From an optimization exercise on the open Yosys and OpenROAD flow, aimed at small area and a short achievable clock period; shortcuts taken in it are not production practice.
Only simulation tests tie the RTL to the original design; equivalence was not proved.

<file path="run.sh">
#!/bin/bash
# synth_recipe.tcl (not shown) runs the flow's synth.tcl, then flattens the netlist and writes it again
# the make line also repeats each setting of config.mk as NAME=value (left out here)
make -C /OpenROAD-flow-scripts/flow DESIGN_CONFIG=/design/flow/config.mk WORK_HOME=/design/flow/orfs CLKGATE_MAP_FILE= SYNTH_SCRIPT=/design/flow/synth_recipe.tcl finish
</file>
<file path="config.mk">
export PLATFORM = sky130hd
export DESIGN_NAME = classifier_svm
export DESIGN_NICKNAME = classifier_svm
export VERILOG_FILES = /design/flow/design.v
export SDC_FILE = /design/flow/constraint.sdc
export NUM_CORES = 4
export LEC_CHECK = 0
export CAP_MARGIN = 20
export CORE_MARGIN = 2
export CORE_UTILIZATION = 40
export SLEW_MARGIN = 20
</file>
<file path="constraint.sdc">
create_clock -name core_clock -period 7.5 [get_ports {clk}]
set_input_delay 1.5000 -clock core_clock [delete_from_list [all_inputs] [get_ports {clk}]]
set_output_delay 1.5000 -clock core_clock [all_outputs]
set_load 0.01 [all_outputs]
</file>
<file path="design.v">
`timescale 1ns / 1ps
module classifier_svm(clk,f1,f2,f3,f4,class_out);
input [15:0] f1;
input [14:0] f2;
input [9:0] f3;
input [12:0] f4;
input clk;
wire signed[23:0]result;
wire signed[26:0] P1;
wire signed[25:0] P2;
wire signed[20:0] P3;
wire signed[23:0] P4;
output class_out;
wire signed[26:0]s1;
wire signed[26:0]s2;
wire signed[26:0]s3;
wire signed[23:0]s4;
parameter signed W1=-10'd37;
parameter signed W2=-10'd1;
parameter signed W3=-10'd233;
parameter signed W4=-10'd423;
parameter signed B=22'd131072; 
multi #(16,9,26) m1 ({1'b0,f1},W1,P1);
multi #(15,9,25) m2 ({1'b0,f2},W2,P2);
multi #(10,9,20) m3({1'b0,f3},W3,P3);
multi #(13,9,23) m4({1'b0,f4},W4,P4);
adder #(26,25,26) ad1 (P1,P2,s1);
adder #(26,20,26) ad2 (s1,P3,s2);
adder #(26,23,26) ad3 (s2,P4,s3);
reg signed [23:0] s3_reg;
always @ (posedge clk) s3_reg <= s3;
adder #(23,21,23) ad4(s3_reg,B,s4);
assign result=s4;
comparator c1(result,class_out);
reg class_reg;
always @ (posedge clk) class_reg <= class_out;
endmodule
module comparator(x,cls);
input signed [23:0]x;
output reg cls;
wire  a1;
assign a1=x[23];
always @(a1) begin
if(a1==0) begin
cls<=1;
end
else begin
cls<=0;
end
end
endmodule
module multi #(parameter in1=17,parameter in2=17, parameter ot=34)(a, b, p);
  input signed [in1:0] a;
  input signed [in2:0] b;
  output signed [ot:0] p;
  assign p=a*b; 
endmodule
module adder #(parameter in1=17,parameter in2=17, parameter ot=17)(x,y,sum);
input signed[in1:0] x;
input signed[in2:0] y;
output signed[ot:0] sum;
assign sum=x+y;
endmodule
</file>
==> impl_metrics.json <==
{
  "synth_top_area_share_pct": 45.0,
  "slew_headroom_pct": 75.4,
  "crit_path_start_kind": "primary input",
  "yosys.area.top_type": "fa_1",
  "cp_common_cell": "fa_1",
  "wl_um": 15700,
  "antenna_cells": 0,
  "die_area_um2": 20500,
  "cts_root_buffer": "clkbuf_16",
  "setup_viol": 0,
  "crit_slowest_cell": "fa_1",
  "core_area_um2": 18800,
  "fmax_mhz": 138,
  "dieWidth_um": 143,
  "fin_nets": 1276,
  "worst-endpoint-arrival_ns": 7.40,
  "ant_nets": 0,
  "cap_violations": 0,
  "rows": 50,
  "drt_pass1_iterations": 4,
  "port_buffers": 55,
  "fin_tns_setup_ns": 0,
  "vias": 4881,
  "grt_max_degree": 6,
  "placed_cells": 1118,
  "period_needed_ns": 7.24,
  "htreeDepth": 1,
  "hp-start": "f4[12]",
  "ys_warn_count": 2,
  "ys_ff_latch": 7,
  "first_global_vias": 5591,
  "syn_area_per_cell_um2": 9.74,
  "synthCells": 794,
  "endpoint_kind": "flop",
  "cts_made_buffers": 3,
  "drcViolationCount": 0,
  "cts_tree": "yes",
  "slew_viol_final": 0,
  "synth.cell_area_um2": 7730,
  "initial_utilization_pct": 41.1,
  "synthTopCellsByArea": "fa_1 (45%), ha_1 (30%), inv_1 (18%)",
  "crit_fanout": 5,
  "rsz0062_at_grt": "false",
  "path_cells": "clkdlybuf4s50_1, fa_1, inv_1, fa_1, fa_1, inv_1, fa_1, fa_1, fa_1, inv_1, fa_1, inv_1, ha_1, a2111oi_2, o21ai_1, a22oi_2, o32ai_4, a2111o_1, o211ai_2",
  "antenna_found_initial": 0,
  "worst_pin_slew_ns": 0.368,
  "ios": 56,
  "min_path_type": "primary input to flop",
  "die_h_um": 143,
  "yosys.cell_types.count": 30,
  "worst-path-buf-inv": 5,
  "clock-sinks": 7,
  "grt_usage_pct": 17.2,
  "largest_reg_flops": 7,
  "seq_area_frac_synth_pct": 1.81,
  "worstSetupStartpoint": "f3[9]",
  "grt-ovfl-total": 0,
  "cp_slowest_stage_delay_ns": 0.56,
  "hold_viol": 0,
  "drtIter0Drc": 113,
  "status": "complete, no violations",
  "avgRoutedWirePerCell_um": 14.0,
  "cp.required_ns": 7.65,
  "clockBufferDepth": 2,
  "fin_crit_sh_pct": 96.5,
  "grt_pass1_wl_um": 26900,
  "clk_pin_slew_ns": 0.03,
  "gp_congestion": 0.820,
  "utilization_pct": 46.6,
  "cts_hold_buf": 0,
  "post_layout_nonfiller_instances": 1123,
  "via_per_inst": 4.35,
  "synth_nets": 1206,
  "setup.worst_path.class": "primary input to flop",
  "final_layout_size_suffix_gt1_share_pct": 2.32,
  "critPathTopFamily": "adder cells",
  "dpl.hpwl_um": 15000,
  "area_delta_synth_final_pct": 13.5
}
[layout by cell type, fill, tap and decap left out, drive strengths merged, types with 5 or more instances in the layout]
cell             n
fa             174
inv            367
xnor2            5
o21ai            7
ha             183
clkdlybuf4s50   53
buf             10
dfxtp            7
a21oi           10
[worst min-delay path: cells and delay by family]
kind / cells / cell delay [ns]
compound gates: 1 / 0.07
xor+xnor: 1 / 0.11
fa+ha+maj: 1 / 0.22
buf+inv: 1 / 0.64
simple gates: 1 / 0.09
[per-stage QoR]
stage / cell area, um^2 / hold slack, ns / worst slack [ns]
floorplan: 7730 / 1.90 / 0.931
global placement: 8680 / 2.36 / 0.156
detailed placement: 8680 / 2.34 / 0.0385
CTS: 8760 / 2.48 / 0.255
global route: 8780 / 2.52 / 0.00765
finish: 8780 / 2.46 / 0.259
[timing repair]
action                                  4_1_cts  5_1_grt
endpoints found under the setup margin        0        1
gates resized for setup                       0        3
buffers inserted                              0        1
[worst paths after layout]
check / endpoint / slack (ns) / cells past startpoint
min: s3_reg[23] / 2.46 / 5
max: s3_reg[23] / 0.26 / 19
[routing by layer]
layer  up-vias  wire length [um]  track usage (%)
met5         -                 0                0
met4         0               145             1.30
met3         6               269            0.939
met2        56              8290             33.1
met1      2421              6970             22.0
li1       2398                 -                -
[logic make-up after synthesis]
kind of cell    after synthesis  synth area share (%)
buf+inv                     367                  17.8
flops                         7                  1.81
xor+xnor                      8                 0.906
simple gates                 22                  1.46
compound gates               33                  3.38
fa+ha+maj                   357                  74.6
[synthesized netlist by cell type]
| library cell | number |
|---|---|
| nor2_1 | 4 |
| xor2_1 | 3 |
| a2111o_1 | 1 |
| a21oi_2 | 1 |
| a211oi_1 | 1 |
| nand3_1 | 4 |
| dfxtp_1 | 7 |
| o211ai_2 | 1 |
| a2111oi_4 | 1 |
| a211o_1 | 1 |
| nand2_1 | 4 |
| inv_1 | 367 |
| nand2b_1 | 3 |
| and4_1 | 1 |
| a21o_1 | 4 |
| a31oi_1 | 1 |
| xnor2_1 | 5 |
| fa_1 | 174 |
| o21ai_0 | 5 |
| a221oi_1 | 1 |
| o32ai_2 | 1 |
| nor3_1 | 2 |
| o211ai_1 | 1 |
| ha_1 | 183 |
| a2111oi_2 | 1 |
| o21ai_1 | 2 |
| a21oi_1 | 9 |
| a22oi_2 | 1 |
| o21a_2 | 1 |
| nand4_1 | 4 |
[cell type report]
type,count,area (um^2)
Multi-Input combinational cell,420,6230
Fill cell,1861,10000
Sequential cell,7,140
Clock buffer,4,78.8
Tap cell,260,325
Timing Repair Buffer,65,631
Inverter,367,1380

static timing again, ports no longer ideal:
How much do the figures lean on ideal ports? The routed layout below was timed once more, with nothing changed but the port constraints. Step 1 assumes that a clkbuf_16 drives the clock port and a buf_2 every other input. Step 2 also shifts input and output timing later by t, the mid clock arrival at the registers, as if the neighbouring blocks saw the same clock. Slacks: no drivers / after step 1 / after step 2; pairs: no drivers / after step 1.
t (ns): 0.248
setup slack, ns: 0.259 / 0.262 / 0.014
latest minus earliest clock arrival (ns): 0.001 / 0.001
worst register clock-pin slew, ns: 0.04 / 0.04
After both steps setup and hold are still met in this run. The setup slack of this run moves by +0.003 ns with the drivers and by -0.245 ns with both steps.
